Background: an optimization exercise with open tools, aiming at small area. Do not read the settings as production practice.
The RTL was checked by simulation tests, not by an equivalence proof against the original design.
Power and IR drop assume default switching activity.

--- flow/config.mk ---
export PLATFORM = sky130hd
export DESIGN_NAME = tank_game
export DESIGN_NICKNAME = tank_game
export VERILOG_FILES = /design/flow/design.v
export SDC_FILE = /design/flow/constraint.sdc
export NUM_CORES = 4
export LEC_CHECK = 0
export CAP_MARGIN = 0
export CORE_MARGIN = 2
export CORE_UTILIZATION = 35
export GPL_TIMING_DRIVEN = 0
export PLACE_DENSITY = 0.65
export SLEW_MARGIN = 0
--- flow/constraint.sdc ---
create_clock -name core_clock -period 40.0 [get_ports {clk}]
set_input_delay 8.0000 -clock core_clock [delete_from_list [all_inputs] [get_ports {clk}]]
set_output_delay 8.0000 -clock core_clock [all_outputs]
set_load 0.01 [all_outputs]
--- flow/design.v ---
module tg_wall(
    input  [5:0] x,
    input  [5:0] y,
    output       wall
);
    wire y_a = (y >= 6'd7)  & (y <= 6'd8);
    wire y_b = (y >= 6'd7)  & (y <= 6'd15);
    wire y_c = ((y >= 6'd14) & (y <= 6'd15)) | ((y >= 6'd23) & (y <= 6'd24));
    wire y_d = (y >= 6'd30) & (y <= 6'd36);
    wire y_e = (y >= 6'd35) & (y <= 6'd36);
    assign wall = (y <= 6'd1) | (y >= 6'd42) | (x <= 6'd2) | (x >= 6'd61)
                | (y_a & (x >= 6'd29) & (x <= 6'd40))
                | (y_b & (x >= 6'd35) & (x <= 6'd40))
                | (y_c & (((x >= 6'd9) & (x <= 6'd22)) | ((x >= 6'd35) & (x <= 6'd52))))
                | (y_d & (x >= 6'd26) & (x <= 6'd31))
                | (y_e & (x >= 6'd26) & (x <= 6'd37));
endmodule
module tg_wall_ahead(
    input  [5:0] tx,
    input  [5:0] ty,
    input  [1:0] facing,
    output reg   wall
);
    function automatic rin(input [5:0] v, input integer lo, input integer hi);
        integer t;
        begin
            t = v;
            rin = (t >= lo) && (t <= hi);
        end
    endfunction
    wire xc = rin(tx, 7, 24) | rin(tx, 33, 54);
    wire yc = rin(ty, 12, 17) | rin(ty, 21, 26);
    wire up    = (ty == 6'd4) | (((ty == 6'd18) | (ty == 6'd27)) & xc)
               | ((ty == 6'd11) & rin(tx, 27, 42)) | ((ty == 6'd39) & rin(tx, 24, 39));
    wire down  = (ty == 6'd39) | ((ty == 6'd4) & rin(tx, 27, 42))
               | (((ty == 6'd11) | (ty == 6'd20)) & xc)
               | ((ty == 6'd27) & rin(tx, 24, 33)) | ((ty == 6'd32) & rin(tx, 24, 39));
    wire left  = (tx == 6'd5) | ((tx == 6'd43) & rin(ty, 5, 17))
               | (((tx == 6'd25) | (tx == 6'd55)) & yc)
               | ((tx == 6'd34) & rin(ty, 28, 38)) | ((tx == 6'd40) & rin(ty, 33, 38));
    wire right = (tx == 6'd58) | ((tx == 6'd26) & rin(ty, 5, 10))
               | ((tx == 6'd32) & (rin(ty, 5, 17) | rin(ty, 21, 26)))
               | ((tx == 6'd6) & yc) | ((tx == 6'd23) & rin(ty, 28, 38));
    always @* begin
        case (facing)
            2'd0: wall = up;
            2'd1: wall = down;
            2'd2: wall = left;
            default: wall = right;
        endcase
    end
endmodule
module tg_tank #(
    parameter [5:0] INIT_X = 6'd6,
    parameter [5:0] INIT_Y = 6'd38,
    parameter [1:0] INIT_DIR = 2'd3
) (
    input            clk,
    input            rst_n,
    input      [2:0] dir_in,       
    input            frame,
    input            end_screen,
    input            hurt,
    output reg [5:0] x,
    output reg [5:0] y,
    output reg [2:0] life,
    output reg [1:0] dir
);
    reg [1:0] cnt;
    reg [2:0] last;
    wire same = (last == dir_in);
    wire move = frame & same & (cnt == 2'd3) & ~last[2];
    wire turn = frame & ~dir_in[2] & ((cnt == 2'd0) | move);
    function automatic [5:0] radd(input [5:0] a, input [5:0] b, input ci);
        reg cy;
        integer i;
        begin
            cy = ci;
            for (i = 0; i < 6; i = i + 1) begin
                radd[i] = a[i] ^ b[i] ^ cy;
                cy = (a[i] & b[i]) | (cy & (a[i] ^ b[i]));
            end
        end
    endfunction
    wire [5:0] c  = last[1] ? x : y;
    wire [5:0] cn = radd(c, {{5{~last[0]}}, 1'b1}, 1'b0);
    wire [1:0] cnt_n = {cnt[1] ^ cnt[0], ~cnt[0]};
    wire [2:0] life_n = {life[2] ^ (life[1:0] == 2'b00), life[1] ^ ~life[0], ~life[0]};
    always @(posedge clk) begin
        if (~rst_n | end_screen) begin
            x    <= INIT_X;
            y    <= INIT_Y;
            life <= 5;
        end else begin
            if (move &  last[1]) x <= cn;
            if (move & ~last[1]) y <= cn;
            if (hurt) life <= life_n;
        end
    end
    always @(posedge clk or negedge rst_n) begin
        if (~rst_n) begin
            cnt  <= 2'd0;
            last <= 3'd4;
            dir  <= INIT_DIR;
        end else begin
            if (frame) begin
                cnt  <= same ? cnt_n : 2'd0;
                last <= dir_in;
            end
            if (turn) dir <= dir_in[1:0];
        end
    end
endmodule
module tg_shell(
    input            clk,
    input            rst_n,
    input            fire,
    input            end_screen,
    input      [1:0] dir_in,
    input      [5:0] tank_x,       
    input      [5:0] tank_y,
    input      [5:0] nlx,          
    input      [5:0] nhx,          
    input      [5:0] nly,
    input      [5:0] nhy,
    output reg [5:0] x,
    output reg [5:0] y,
    output           valid,
    output           hit
);
    reg       fly;
    reg       vanish;
    reg [3:0] count;
    reg [1:0] rdir;
    wire wall;
    tg_wall u_wall(.x(x), .y(y), .wall(wall));
    function automatic [5:0] radd(input [5:0] a, input [5:0] b, input ci);
        reg cy;
        integer i;
        begin
            cy = ci;
            for (i = 0; i < 6; i = i + 1) begin
                radd[i] = a[i] ^ b[i] ^ cy;
                cy = (a[i] & b[i]) | (cy & (a[i] ^ b[i]));
            end
        end
    endfunction
    function automatic cout(input [5:0] a, input [5:0] b, input ci);
        reg cy;
        integer i;
        begin
            cy = ci;
            for (i = 0; i < 6; i = i + 1)
                cy = (a[i] & b[i]) | (cy & (a[i] | b[i]));
            cout = cy;
        end
    endfunction
    wire in_x = cout(x, nlx, 1'b1) & ~cout(x, nhx, 1'b0);
    wire in_y = cout(y, nly, 1'b1) & ~cout(y, nhy, 1'b0);
    wire live = fly & ~vanish;
    assign hit = live & in_x & in_y;
    assign valid = ~fly | vanish | end_screen;
    wire fb = count[3] ^ count[2] ^ (count[2:0] == 3'b000);
    wire [3:0] count_n = {count[2:0], fb};
    wire step = (count == 4'b1000);
    wire [5:0] c  = rdir[1] ? x : y;
    wire [5:0] cn = radd(c, {{5{~rdir[0]}}, 1'b1}, 1'b0);
    wire load = ~fly | end_screen;
    always @(posedge clk) begin
        if (~rst_n) fly <= 1'b0;
        else if (end_screen) fly <= 1'b0;
        else if (fly) fly <= ~vanish;
        else fly <= fire;
        vanish <= live & (wall | in_x & in_y);
        count <= fly ? count_n : 4'd0;
        if (~fly) rdir <= dir_in;
        if (load) begin
            x <= tank_x;
            y <= tank_y;
        end else if (step) begin
            if (rdir[1]) x <= cn;
            else y <= cn;
        end
    end
endmodule
module tank_game(
    input        clk,
    input        rst_n,
    input        press_up_1,
    input        press_down_1,
    input        press_left_1,
    input        press_right_1,
    input        press_fire_1,
    input        press_up_2,
    input        press_down_2,
    input        press_left_2,
    input        press_right_2,
    input        press_fire_2,
    input        vga_busy,
    input  [5:0] vga_x,
    input  [5:0] vga_y,
    output       is_map,
    output [1:0] game_state,
    output [1:0] who_wins,
    output [5:0] tank_1_x,
    output [5:0] tank_1_y,
    output [1:0] tank_1_dir,
    output [2:0] tank_1_life,
    output [5:0] tank_2_x,
    output [5:0] tank_2_y,
    output [1:0] tank_2_dir,
    output [2:0] tank_2_life,
    output [4:0] valid_1_shell,
    output [4:0] valid_2_shell,
    output [5:0] shell_1_0_x, output [5:0] shell_1_0_y,
    output [5:0] shell_1_1_x, output [5:0] shell_1_1_y,
    output [5:0] shell_1_2_x, output [5:0] shell_1_2_y,
    output [5:0] shell_1_3_x, output [5:0] shell_1_3_y,
    output [5:0] shell_1_4_x, output [5:0] shell_1_4_y,
    output [5:0] shell_2_0_x, output [5:0] shell_2_0_y,
    output [5:0] shell_2_1_x, output [5:0] shell_2_1_y,
    output [5:0] shell_2_2_x, output [5:0] shell_2_2_y,
    output [5:0] shell_2_3_x, output [5:0] shell_2_3_y,
    output [5:0] shell_2_4_x, output [5:0] shell_2_4_y
);
localparam [1:0] START = 2'd0, GAME = 2'd1, END = 2'd2;
reg  [1:0] state;
reg  [1:0] wins;
reg        map_q;
reg        frame;
reg  [2:0] cmd_1, cmd_2;
reg        fire_q_1, fire_q_2;
reg        hit_1, hit_2;           
reg        hurt_1, hurt_2;
wire game = (state == GAME);
wire end_screen = (state == END);
assign game_state = state;
assign who_wins = wins;
assign is_map = map_q;
tg_tank #(.INIT_X(6'd6), .INIT_Y(6'd38), .INIT_DIR(2'd3)) u_tank_1(
    .clk(clk), .rst_n(rst_n), .dir_in(cmd_1), .frame(frame), .end_screen(end_screen),
    .hurt(hurt_1), .x(tank_1_x), .y(tank_1_y), .life(tank_1_life), .dir(tank_1_dir));
tg_tank #(.INIT_X(6'd57), .INIT_Y(6'd6), .INIT_DIR(2'd2)) u_tank_2(
    .clk(clk), .rst_n(rst_n), .dir_in(cmd_2), .frame(frame), .end_screen(end_screen),
    .hurt(hurt_2), .x(tank_2_x), .y(tank_2_y), .life(tank_2_life), .dir(tank_2_dir));
function automatic [6:0] rsub(input [5:0] a, input [5:0] b);
    reg cy;
    integer i;
    begin
        cy = 1'b1;
        for (i = 0; i < 6; i = i + 1) begin
            rsub[i] = a[i] ^ ~b[i] ^ cy;
            cy = (a[i] & ~b[i]) | (cy & (a[i] ^ ~b[i]));
        end
        rsub[6] = ~cy;
    end
endfunction
wire [6:0] ddx = rsub(tank_1_x, tank_2_x);
wire [6:0] ddy = rsub(tank_1_y, tank_2_y);
wire dx_pos = ~ddx[6] & (ddx[5:0] != 6'd0) & (ddx[5:0] <= 6'd6);      
wire dx_neg = ddx[6] & (ddx[5:0] >= 6'd58);                           
wire dx_near = ~ddx[6] ? (ddx[5:0] <= 6'd5) : (ddx[5:0] >= 6'd59);     
wire dy_pos = ~ddy[6] & (ddy[5:0] != 6'd0) & (ddy[5:0] <= 6'd6);
wire dy_neg = ddy[6] & (ddy[5:0] >= 6'd58);
wire dy_near = ~ddy[6] ? (ddy[5:0] <= 6'd5) : (ddy[5:0] >= 6'd59);
wire wa_1, wa_2;
tg_wall_ahead u_wa_1(.tx(tank_1_x), .ty(tank_1_y), .facing(tank_1_dir), .wall(wa_1));
tg_wall_ahead u_wa_2(.tx(tank_2_x), .ty(tank_2_y), .facing(tank_2_dir), .wall(wa_2));
reg tk_1, tk_2;
always @* begin
    case (tank_1_dir)
        2'd0: tk_1 = dy_pos & dx_near;
        2'd1: tk_1 = dy_neg & dx_near;
        2'd2: tk_1 = dx_pos & dy_near;
        default: tk_1 = dx_neg & dy_near;
    endcase
    case (tank_2_dir)
        2'd0: tk_2 = dy_neg & dx_near;
        2'd1: tk_2 = dy_pos & dx_near;
        2'd2: tk_2 = dx_neg & dy_near;
        default: tk_2 = dx_pos & dy_near;
    endcase
end
wire blk_1 = wa_1 | tk_1;
wire blk_2 = wa_2 | tk_2;
function automatic [2:0] command(input up, input down, input left, input right,
                                 input [1:0] facing, input blocked);
    reg [1:0] p;
    begin
        p = ~up ? 2'd0 : ~down ? 2'd1 : ~left ? 2'd2 : 2'd3;
        if (up & down & left & right) command = 3'd4;
        else if (facing != p) command = {1'b0, p};
        else command = blocked ? 3'd4 : {1'b0, p};
    end
endfunction
wire [2:0] next_cmd_1 = command(press_up_1, press_down_1, press_left_1, press_right_1,
                                tank_1_dir, blk_1);
wire [2:0] next_cmd_2 = command(press_up_2, press_down_2, press_left_2, press_right_2,
                                tank_2_dir, blk_2);
wire [5:0] lx_1 = tank_2_x - 6'd2, hx_1 = tank_2_x + 6'd2;    
wire [5:0] ly_1 = tank_2_y - 6'd2, hy_1 = tank_2_y + 6'd2;
wire [5:0] lx_2 = tank_1_x - 6'd2, hx_2 = tank_1_x + 6'd2;
wire [5:0] ly_2 = tank_1_y - 6'd2, hy_2 = tank_1_y + 6'd2;
function automatic [4:0] lowest(input [4:0] v);
    lowest = {v[4] & ~|v[3:0], v[3] & ~|v[2:0], v[2] & ~|v[1:0], v[1] & ~v[0], v[0]};
endfunction
wire [4:0] shot_1 = frame & fire_q_1 ? lowest(valid_1_shell) : 5'd0;
wire [4:0] shot_2 = frame & fire_q_2 ? lowest(valid_2_shell) : 5'd0;
wire [4:0] sh_hit_1, sh_hit_2;
wire [5:0] sx_1 [0:4], sy_1 [0:4], sx_2 [0:4], sy_2 [0:4];
genvar k;
generate
    for (k = 0; k < 5; k = k + 1) begin : g_shell
        tg_shell u_1(.clk(clk), .rst_n(rst_n), .fire(shot_1[k]),
            .end_screen(end_screen), .dir_in(tank_1_dir), .tank_x(tank_1_x), .tank_y(tank_1_y),
            .nlx(~lx_1), .nhx(~hx_1), .nly(~ly_1), .nhy(~hy_1), .x(sx_1[k]), .y(sy_1[k]), .valid(valid_1_shell[k]),
            .hit(sh_hit_1[k]));
        tg_shell u_2(.clk(clk), .rst_n(rst_n), .fire(shot_2[k]),
            .end_screen(end_screen), .dir_in(tank_2_dir), .tank_x(tank_2_x), .tank_y(tank_2_y),
            .nlx(~lx_2), .nhx(~hx_2), .nly(~ly_2), .nhy(~hy_2), .x(sx_2[k]), .y(sy_2[k]), .valid(valid_2_shell[k]),
            .hit(sh_hit_2[k]));
    end
endgenerate
assign shell_1_0_x = sx_1[0]; assign shell_1_0_y = sy_1[0];
assign shell_1_1_x = sx_1[1]; assign shell_1_1_y = sy_1[1];
assign shell_1_2_x = sx_1[2]; assign shell_1_2_y = sy_1[2];
assign shell_1_3_x = sx_1[3]; assign shell_1_3_y = sy_1[3];
assign shell_1_4_x = sx_1[4]; assign shell_1_4_y = sy_1[4];
assign shell_2_0_x = sx_2[0]; assign shell_2_0_y = sy_2[0];
assign shell_2_1_x = sx_2[1]; assign shell_2_1_y = sy_2[1];
assign shell_2_2_x = sx_2[2]; assign shell_2_2_y = sy_2[2];
assign shell_2_3_x = sx_2[3]; assign shell_2_3_y = sy_2[3];
assign shell_2_4_x = sx_2[4]; assign shell_2_4_y = sy_2[4];
wire map_wall;
tg_wall u_map(.x(vga_x), .y(vga_y), .wall(map_wall));
wire start_press = ~press_left_1 & ~press_left_2;
wire lose_1 = hit_2 & (tank_1_life <= 3'd1);
wire lose_2 = hit_1 & (tank_2_life <= 3'd1);
always @(posedge clk or negedge rst_n) begin
    if (~rst_n) state <= START;
    else if (game) state <= (lose_1 | lose_2) ? END : GAME;
    else if (start_press) state <= GAME;
end
always @(posedge clk) begin
    wins     <= game ? (lose_1 ? 2'd2 : lose_2 ? 2'd1 : 2'd0) : (end_screen ? wins : 2'd0);
    map_q    <= game & map_wall;
    frame    <= game & ~vga_busy;
    fire_q_1 <= game & (fire_q_1 ? ~frame : ~press_fire_1);
    fire_q_2 <= game & (fire_q_2 ? ~frame : ~press_fire_2);
    cmd_1    <= game ? next_cmd_1 : 3'd4;
    cmd_2    <= game ? next_cmd_2 : 3'd4;
    hit_1    <= game & (|sh_hit_1);
    hit_2    <= game & (|sh_hit_2);
    hurt_1   <= game & hit_2 & ~lose_1;
    hurt_2   <= game & hit_1 & ~lose_2;
end
endmodule
--- flow/flow/run.sh ---
#!/bin/bash
# Layout: the standard ORFS flow, except that
#  - the standard synthesis's logic between the registers is re-mapped by ABC
#    for area (registers untouched: same cells, same names): in each round
#    every script s*.abc runs on each of the two smallest netlists so far,
#    for up to six rounds, until the smallest gains less than 0.05%;
#  - the ports get the smallest buffer;
#  - the clock tree uses clkbuf_4 in clusters of at most 8 sinks, no dummy loads.
set -euo pipefail
W=$PWD
R=$W/orfs/results/$FLOW_PLATFORM/tank_game/base
LIB=$FLOW_HOME/platforms/$FLOW_PLATFORM/lib/sky130_fd_sc_hd__tt_025C_1v80.lib
export BUFFER_PORTS_ARGS="-buffer_cell sky130_fd_sc_hd__buf_1"
export CTS_ARGS="-sink_clustering_enable -repair_clock_nets -dont_use_dummy_load -buf_list sky130_fd_sc_hd__clkbuf_4 -sink_clustering_size 8 -sink_clustering_max_diameter 50"

bash standard.sh $R/1_2_yosys.v > $W/synth.log 2>&1
cp $R/1_2_yosys.v $W/standard_synth.v

area() { grep "Chip area" "$1" | tail -1 | awk '{print $NF}'; }

# candidates: "area netlist" lines, smallest first
echo "1e12 $W/standard_synth.v" > $W/cands.txt
for round in 1 2 3 4 5 6; do
  prev=$(head -1 $W/cands.txt | awk '{print $1}')
  k=0
  for c in $(head -2 $W/cands.txt | awk '{print $2}'); do
    k=$((k + 1))
    pids=()
    for s in $W/flow/s*.abc; do
      n=r${round}_c${k}_$(basename $s .abc)
      sed -e "s#{LIB}#$LIB#g" -e "s#{IN}#$c#" -e "s#{OUT}#$W/$n.v#" \
          -e "s#{TOP}#$FLOW_TOP#" -e "s#{ABC}#$s#" $W/flow/remap.ys > $W/$n.ys
      yosys -q -l $W/$n.log -s $W/$n.ys > /dev/null 2>&1 &
      pids+=($!)
    done
    for p in "${pids[@]}"; do wait $p; done
    for s in $W/flow/s*.abc; do
      n=r${round}_c${k}_$(basename $s .abc)
      echo "$(area $W/$n.log) $W/$n.v" >> $W/cands.txt
      echo "$n $(area $W/$n.log)" >> $W/remap_areas.txt
    done
  done
  sort -g $W/cands.txt | awk '!seen[$1]++' > $W/cands.tmp && mv $W/cands.tmp $W/cands.txt
  best=$(head -1 $W/cands.txt | awk '{print $1}')
  echo "round $round best $(head -1 $W/cands.txt)" >> $W/remap_areas.txt
  awk -v a="$best" -v b="$prev" 'BEGIN { exit !(a < 0.9995 * b) }' || break
done
cp $(head -1 $W/cands.txt | awk '{print $2}') $R/1_2_yosys.v
touch $R/1_2_yosys.v $R/1_2_yosys.sdc
bash standard.sh > $W/layout.log 2>&1
--- flow/flow/remap.ys ---
# Re-map the standard synthesis's logic for area. The registers are kept as
# they are (same cells, same names): only the cells between them are re-mapped.
read_liberty -ignore_miss_func -ignore_miss_dir {LIB}
blackbox sky130_fd_sc_hd__df* sky130_fd_sc_hd__edf* sky130_fd_sc_hd__sdf* sky130_fd_sc_hd__sedf* sky130_fd_sc_hd__dl* sky130_fd_sc_hd__lpflow_inputisolatch_1
read_verilog {IN}
hierarchy -top {TOP}
flatten
opt_clean
techmap
opt -fast
abc -liberty {LIB} -script {ABC} -dont_use sky130_fd_sc_hd__probe_p_8 -dont_use sky130_fd_sc_hd__probec_p_8 -dont_use sky130_fd_sc_hd__lpflow_*
read_liberty -lib -ignore_redef {LIB}
opt_clean -purge
setundef -zero
hilomap -singleton -hicell sky130_fd_sc_hd__conb_1 HI -locell sky130_fd_sc_hd__conb_1 LO
stat -liberty {LIB}
check -assert
write_verilog -noattr -nohex -nodec {OUT}
--- flow/flow/s1.abc ---
&get -n
&st
&b
&dc2
&dch -f
&nf -R 1000
&st
&b
&dc2
&dch -f
&nf -R 1000
&st
&b
&dc2
&dch -f
&nf -R 1000
&st
&b
&dc2
&dch -f
&nf -R 1000
&put
topo
--- flow/flow/s2.abc ---
&get -n
&st
&b
&dc2
&dch -f
&nf -R 1000
&st
&b
&dc2
&dch -f
&nf -R 1000
&st
&b
&dc2
&dch -f
&nf -R 1000
&st
&b
&dc2
&dch -f
&nf -R 1000
&put
&get -n
&st
&dch -f
&nf -R 1000 -p
&put
topo
--- flow/flow/s3.abc ---
&get -n
&st
&dc2
&dch -f
&nf -R 1000
&st
&dc2
&dch -f
&nf -R 1000
&st
&dc2
&dch -f
&nf -R 1000
&st
&dc2
&dch -f
&nf -R 1000
&put
topo
--- flow/flow/s4.abc ---
&get -n
&st
&deepsyn -T 60
&dch -f
&nf -R 1000
&st
&b
&dc2
&dch -f
&nf -R 1000
&st
&b
&dc2
&dch -f
&nf -R 1000
&put
topo
--- flow/flow/s5.abc ---
&get -n
&st
&dch -f
&nf -R 1000 -E 100
&put
topo
--- flow/flow/s6.abc ---
&get -n
&st
&dch -f
&nf -R 1000 -a -A 4
&put
topo
--- flow/standard.sh ---
#!/bin/bash
# synth_recipe.tcl (not shown) runs the flow's synth.tcl, then flattens the netlist and writes it again
# the make line also repeats each setting of config.mk as NAME=value (left out here)
make -C /OpenROAD-flow-scripts/flow DESIGN_CONFIG=/design/flow/config.mk WORK_HOME=/design/flow/orfs CLKGATE_MAP_FILE= SYNTH_SCRIPT=/design/flow/synth_recipe.tcl "${@:-finish}"
==> run_results.csv, run 1 <==
group,metric,value,unit
timing,finalSetupViolations,0,
detailed_routing,routed_wirelength,66.3,mm
grt,grt_pass1_wl,99.9,mm
critical_path,worst_path_max_delay_cell,"nand2b_2",
detailed_routing,wl_met2,30.3,mm
grt,grt.total_usage,0.239,
run_status,status,"timing/DRC/antenna clean",
floorplan,fp.dieW,231,µm
clock_tree,clk_pin_slew_worst_paths,0.09,ns
detailed_routing,drtPass1Iterations,8,
critical_path,crit_required,32.00,ns
timing,skew,0.0481,ns
synth,avgSynthCellArea,8.26,µm²
timing,finalCriticalPeriod,10.30,ns
critical_path,cp-start-kind,"register",
critical_path,crit_chain,"nand2b_2, buf_16, nand2_1, buf_1",
detailed_routing,met3WireLength,6.62,mm
placement,gp_congestion,0.925,
grt,grt_max_degree,37,
clock_tree,cts_buffers,41,
synth,syn_area,18000,µm²
placement,post-dp-hpwl,44.9,mm
clock_tree,clock-root-buffer,"clkbuf_4",
detailed_routing,routed_via_density,6.27,
floorplan,io_pins,194,
critical_path,slowest_delay,0.47,ns
clock_tree,hold_buffers,0,
synth,synth.net_count,2203,
finish,syn2layout_area_growth,10.8,%
timing,rsz0062_at_grt,"false",
clock_tree,cts_tree,"yes",
detailed_routing,wl_met1,26.5,mm
floorplan,num_rows,83,
clock_tree,insertion_delay,0.75,ns
clock_tree,cts_max_level,2,
detailed_routing,top_layer,"met5",
grt,grt_overflow,0,
power,leakage,6.69,nW
floorplan,fp.dieH,231,µm
timing,slew_viol_final,0,
placement,portBuffers,193,
timing,slew_headroom,0.0944,
detailed_routing,postRouteAntennaNets,0,
timing,worst_slack,29.70,ns
clock_tree,ctsResizeCount,0,
timing,totalNegativeSetupSlack,0,ns
detailed_routing,num_vias,19416,
synth,synthCells,2178,
synth,yosys_warnings,5,
critical_path,crit_fanout,21,
finish,design_area,19900,µm²
timing,tightest_slew,1.36,ns
floorplan,dieArea,53200,µm²
placement,place_area,19600,µm²
grt,antenna_found_initial,3,
detailed_routing,post_drt_wl_per_cell,21.4,µm
placement,place_ws,28.97,ns
power,p_per_area,39.6,nW/µm²
clock_tree,clock_sinks,262,
critical_path,path_class,"reg -> out",
grt,grt_pass1_vias,17358,
floorplan,initial_core_util,0.352,
finish,layout.nets,2441,
finish,fin_util,0.390,
clock_tree,post_cts.repair.setup_buffers,0,
critical_path,worstPathArrival,2.30,ns
critical_path,cp-end-kind,"primary output",
floorplan,core,51100,µm²
timing,max_freq,97.1,MHz
detailed_routing,drc_errors,0,
finish,finalNonFillerCells,3096,
timing,hold_slack,0.443,ns
timing,hold_viol_final,0,
timing,fin_crit_sh,0.257,
placement,place_inst,3052,
detailed_routing,drt-initial-drc-count,2251,
worst_hold_path,hold_class,"reg -> reg",
power,p_total,789,µW
clock_tree,clockBufferDepth,3,
finish,fillers,5228,
power,ir_drop,0.0219,mV
flow_run,maxCapViolCount,0,
finish,drive_gt1_frac,0.0220,
## where the power goes
group / switching, mW / total, mW / leakage, nW / internal (mW)
Combinational: 0.133 / 0.239 / 3.98 / 0.106
Sequential: 0.0873 / 0.408 / 2.52 / 0.321
Clock: 0.0944 / 0.142 / 0.189 / 0.0471
## metal layers
metal	up-vias	track usage
li1	8890	-
met1	9186	0.308
met2	1133	0.392
met3	205	0.0403
met4	2	0.107
met5	-	0
## cells in the final DEF (no fill, tap or decap), types with 18 or more instances in the layout
cell type / instances
a22oi_1: 20
clkinv_1: 74
dfxtp_1: 100
a21oi_1: 186
maj3_1: 20
a31oi_1: 41
o211ai_1: 22
o22ai_1: 70
a21o_1: 59
and2_0: 53
edfxtp_1: 142
nand2b_1: 22
mux2i_1: 66
buf_1: 193
a211oi_1: 18
a221oi_1: 37
o21ai_0: 226
nor3_1: 59
nand2_1: 254
o31ai_1: 29
o221ai_1: 20
clkbuf_4: 41
xnor2_1: 68
nor2_1: 251
xor2_1: 25
nand3_1: 35
or3_1: 21
## worst paths after layout
path / start / endpoint / cells after the start / slack (ns)
max in group asynchronous: rst_n / u_tank_2.last[1] / 1 / 31.92
min in group asynchronous: rst_n / u_tank_2.last[0] / 1 / 7.44
max reg2reg: u_tank_2.x[0] / cmd_2[0] / 18 / 33.86
max: state[0] / valid_2_shell[0] / 4 / 29.70
min reg2reg: hurt_2 / u_tank_2.life[0] / 1 / 0.44
min: hurt_2 / u_tank_2.life[0] / 1 / 0.44
## flip-flops by register name, summed over array words and instances, names as in the netlist, 5 cells and up
signal / count
g_shell.u_1.fly: 5
g_shell.u_1.y: 30
g_shell.u_2.vanish: 5
g_shell.u_1.vanish: 5
g_shell.u_1.x: 30
g_shell.u_2.rdir: 10
u_tank_1.y: 6
u_tank_1.x: 6
g_shell.u_2.count: 20
u_tank_2.y: 6
g_shell.u_2.y: 30
u_tank_2.x: 6
g_shell.u_1.rdir: 10
g_shell.u_2.x: 30
g_shell.u_1.count: 20
g_shell.u_2.fly: 5
## critical path, delay by kind of cell, from the launching register on
family	cells	cell delay, ns
and+or+nand+nor	2	0.65
buffers and inverters	2	0.48
DFF	1	0.42
## final cells by class
cell class              count  area [µm²]  area share
inverters                  74         278      0.0139
flip-flops and latches    262        6760       0.339
clock buffers              41         308      0.0154
repair buffers            195         779      0.0391
diodes                      2        5.00    0.000251
multi-input cells        1842       11000       0.550
well taps                 680         851      0.0427
==> inputs of run 2 (changes only) <==
--- a/flow/config.mk
+++ b/flow/config.mk
@@ -11,3 +11,3 @@
 export GPL_TIMING_DRIVEN = 0
-export PLACE_DENSITY = 0.65
+export PLACE_DENSITY = 0.5
 export SLEW_MARGIN = 0
==> run_results.csv, run 2 <==
group,metric,value,unit
timing,hold_viol_final,0,
timing,finalCriticalPeriod,10.35,ns
finish,final_cell_mix,"nand2_1 (253), nor2_1 (251), o21ai_0 (226)",
finish,regArea,6760,µm²
timing,rsz0062_at_grt,"false",
grt,grt_pass1_wl,104,mm
power,ir_drop,0.0232,mV
finish,multi_input_area,11000,µm²
floorplan,fp.dieH,231,µm
placement,portBuffers,193,
clock_tree,cts_buffers,41,
critical_path,crit_required,32.00,ns
timing,skew,0.0526,ns
critical_path,crit_fanout,19,
grt,grt_max_degree,37,
floorplan,dieArea,53200,µm²
clock_tree,post_cts.repair.setup_buffers,0,
synth,avgSynthCellArea,8.26,µm²
critical_path,path_class,"reg -> out",
critical_path,worstPathArrival,2.35,ns
floorplan,initial_core_util,0.352,
clock_tree,clockBufferDepth,3,
timing,fin_crit_sh,0.259,
detailed_routing,drt-initial-drc-count,1749,
grt,antenna_found_initial,1,
finish,final_common_cell,"nand2_1",
timing,max_freq,96.6,MHz
critical_path,cp-start-kind,"register",
floorplan,core,51100,µm²
finish,layout.nets,2441,
detailed_routing,routed_wirelength,69.1,mm
clock_tree,cts_max_level,2,
detailed_routing,post_drt_wl_per_cell,22.3,µm
power,leakage,6.69,nW
finish,drive_gt1_frac,0.0224,
clock_tree,ctsResizeCount,0,
floorplan,num_rows,83,
timing,worst_slack,29.65,ns
synth,synthCells,2178,
synth,syn_area,18000,µm²
placement,gp_congestion,0.882,
timing,hold_slack,0.437,ns
grt,grt_pass1_vias,17129,
clock_tree,hold_buffers,0,
clock_tree,clock_sinks,262,
detailed_routing,num_vias,18963,
synth,yosys_warnings,5,
timing,tightest_slew,1.41,ns
clock_tree,clk_pin_slew_worst_paths,0.10,ns
critical_path,rrSetupSlack,34.22,ns
placement,place_ws,29.34,ns
clock_tree,clock-root-buffer,"clkbuf_4",
detailed_routing,drc_errors,0,
detailed_routing,postRouteAntennaNets,0,
placement,post-dp-hpwl,47.0,mm
detailed_routing,routed_via_density,6.13,
timing,totalNegativeSetupSlack,0,ns
synth,synth.net_count,2203,
floorplan,fp.dieW,231,µm
critical_path,cp-end-kind,"primary output",
flow_run,maxCapViolCount,0,
timing,slew_viol_final,0,
timing,finalSetupViolations,0,
timing,slew_headroom,0.0585,
grt,grt.total_usage,0.252,
grt,grt_overflow,0,
finish,fillers,5398,
worst_hold_path,hold_depth,1,
finish,syn2layout_area_growth,10.8,%
clock_tree,cts_tree,"yes",
worst_hold_path,hold_class,"reg -> reg",
power,p_per_area,39.7,nW/µm²
clock_tree,insertion_delay,0.77,ns
run_status,status,"timing/DRC/antenna clean",
detailed_routing,drtPass1Iterations,6,
floorplan,io_pins,194,
critical_path,reg2reg_depth,18,
run 2: metrics by stage:
step                      instance area (µm²)  instances   util  total power [mW]
after floorplan                         18000       2178      -             0.568
after global placement                  19600       3051  0.383             0.643
after detailed placement                19600       3053  0.384             0.649
after CTS                               19900       3094  0.390             0.792
after global routing                    19900       3095  0.390             0.841
final                                   19900       3095  0.390             0.790
run 2: metal layers:
layer,vias to the layer above,part of all wire,GRT usage
met3,130,0.069,0.0293
met5,-,0,0
met1,9146,0.45,0.352
met2,771,0.46,0.408
li1,8916,-,-
met4,0,0.025,0.0786
run 2: final cells by class:
cell class	instances	share of cell area
multi-input cells	1842	0.550
flip-flops and latches	262	0.339
well taps	680	0.0427
repair buffers	195	0.0384
clock buffers	41	0.0155
inverters	74	0.0139
diodes	1	0.000126
run 2: final timing paths:
kind	start	to
worst max-delay path	state[0]	valid_1_shell[2]
worst min-delay path	g_shell[0].u_1.count[0]	g_shell[0].u_1.count[1]
worst max register to register	u_tank_2.x[0]	cmd_2[0]
worst min register to register	g_shell[0].u_1.count[0]	g_shell[0].u_1.count[1]
max in group asynchronous	rst_n	u_tank_1.cnt[1]
min in group asynchronous	rst_n	u_tank_2.dir[0]
run 2: critical path, cell delays in order, from the launching register on:
cell and delay (ns):
dfrtp_1 0.42, nand2b_2 0.49, buf_12 0.31, nand2_1 0.19
buf_1 0.18
run 2: power breakdown:
group / total (mW) / leakage, nW / internal (mW) / switching (mW)
clock network: 0.143 / 0.189 / 0.0471 / 0.0958
logic: 0.237 / 3.98 / 0.106 / 0.131
registers: 0.410 / 2.52 / 0.321 / 0.0890

-- port drivers added, routing unchanged --
No port has a modelled driver above. Below, the same layouts with a new extraction and two added sets of constraints. Step 1, drivers: a clkbuf_16 drives clk and a buf_2 each remaining input, both assumed. Step 2, shift: input delay + t, output delay - t, t = (earliest + latest rising clock arrival at the registers) / 2. This alone moves slack from input paths to output paths. Slacks: no drivers / after step 1 / after step 2; pairs: no drivers / after step 1.
| run | shift t [ns] | setup WS [ns] | hold slack, ns |
|---|---|---|---|
| run 1 | 0.779 | 29.704 / 29.650 / 29.454 | 0.443 / 0.443 / 0.443 |
| run 2 | 0.796 | 29.652 / 29.596 / 29.375 | 0.437 / 0.437 / 0.437 |
After both steps setup and hold are still met in every run listed. For run 2, which loses most, drivers alone change the setup slack by -0.056 ns; drivers and shift together by -0.277 ns.
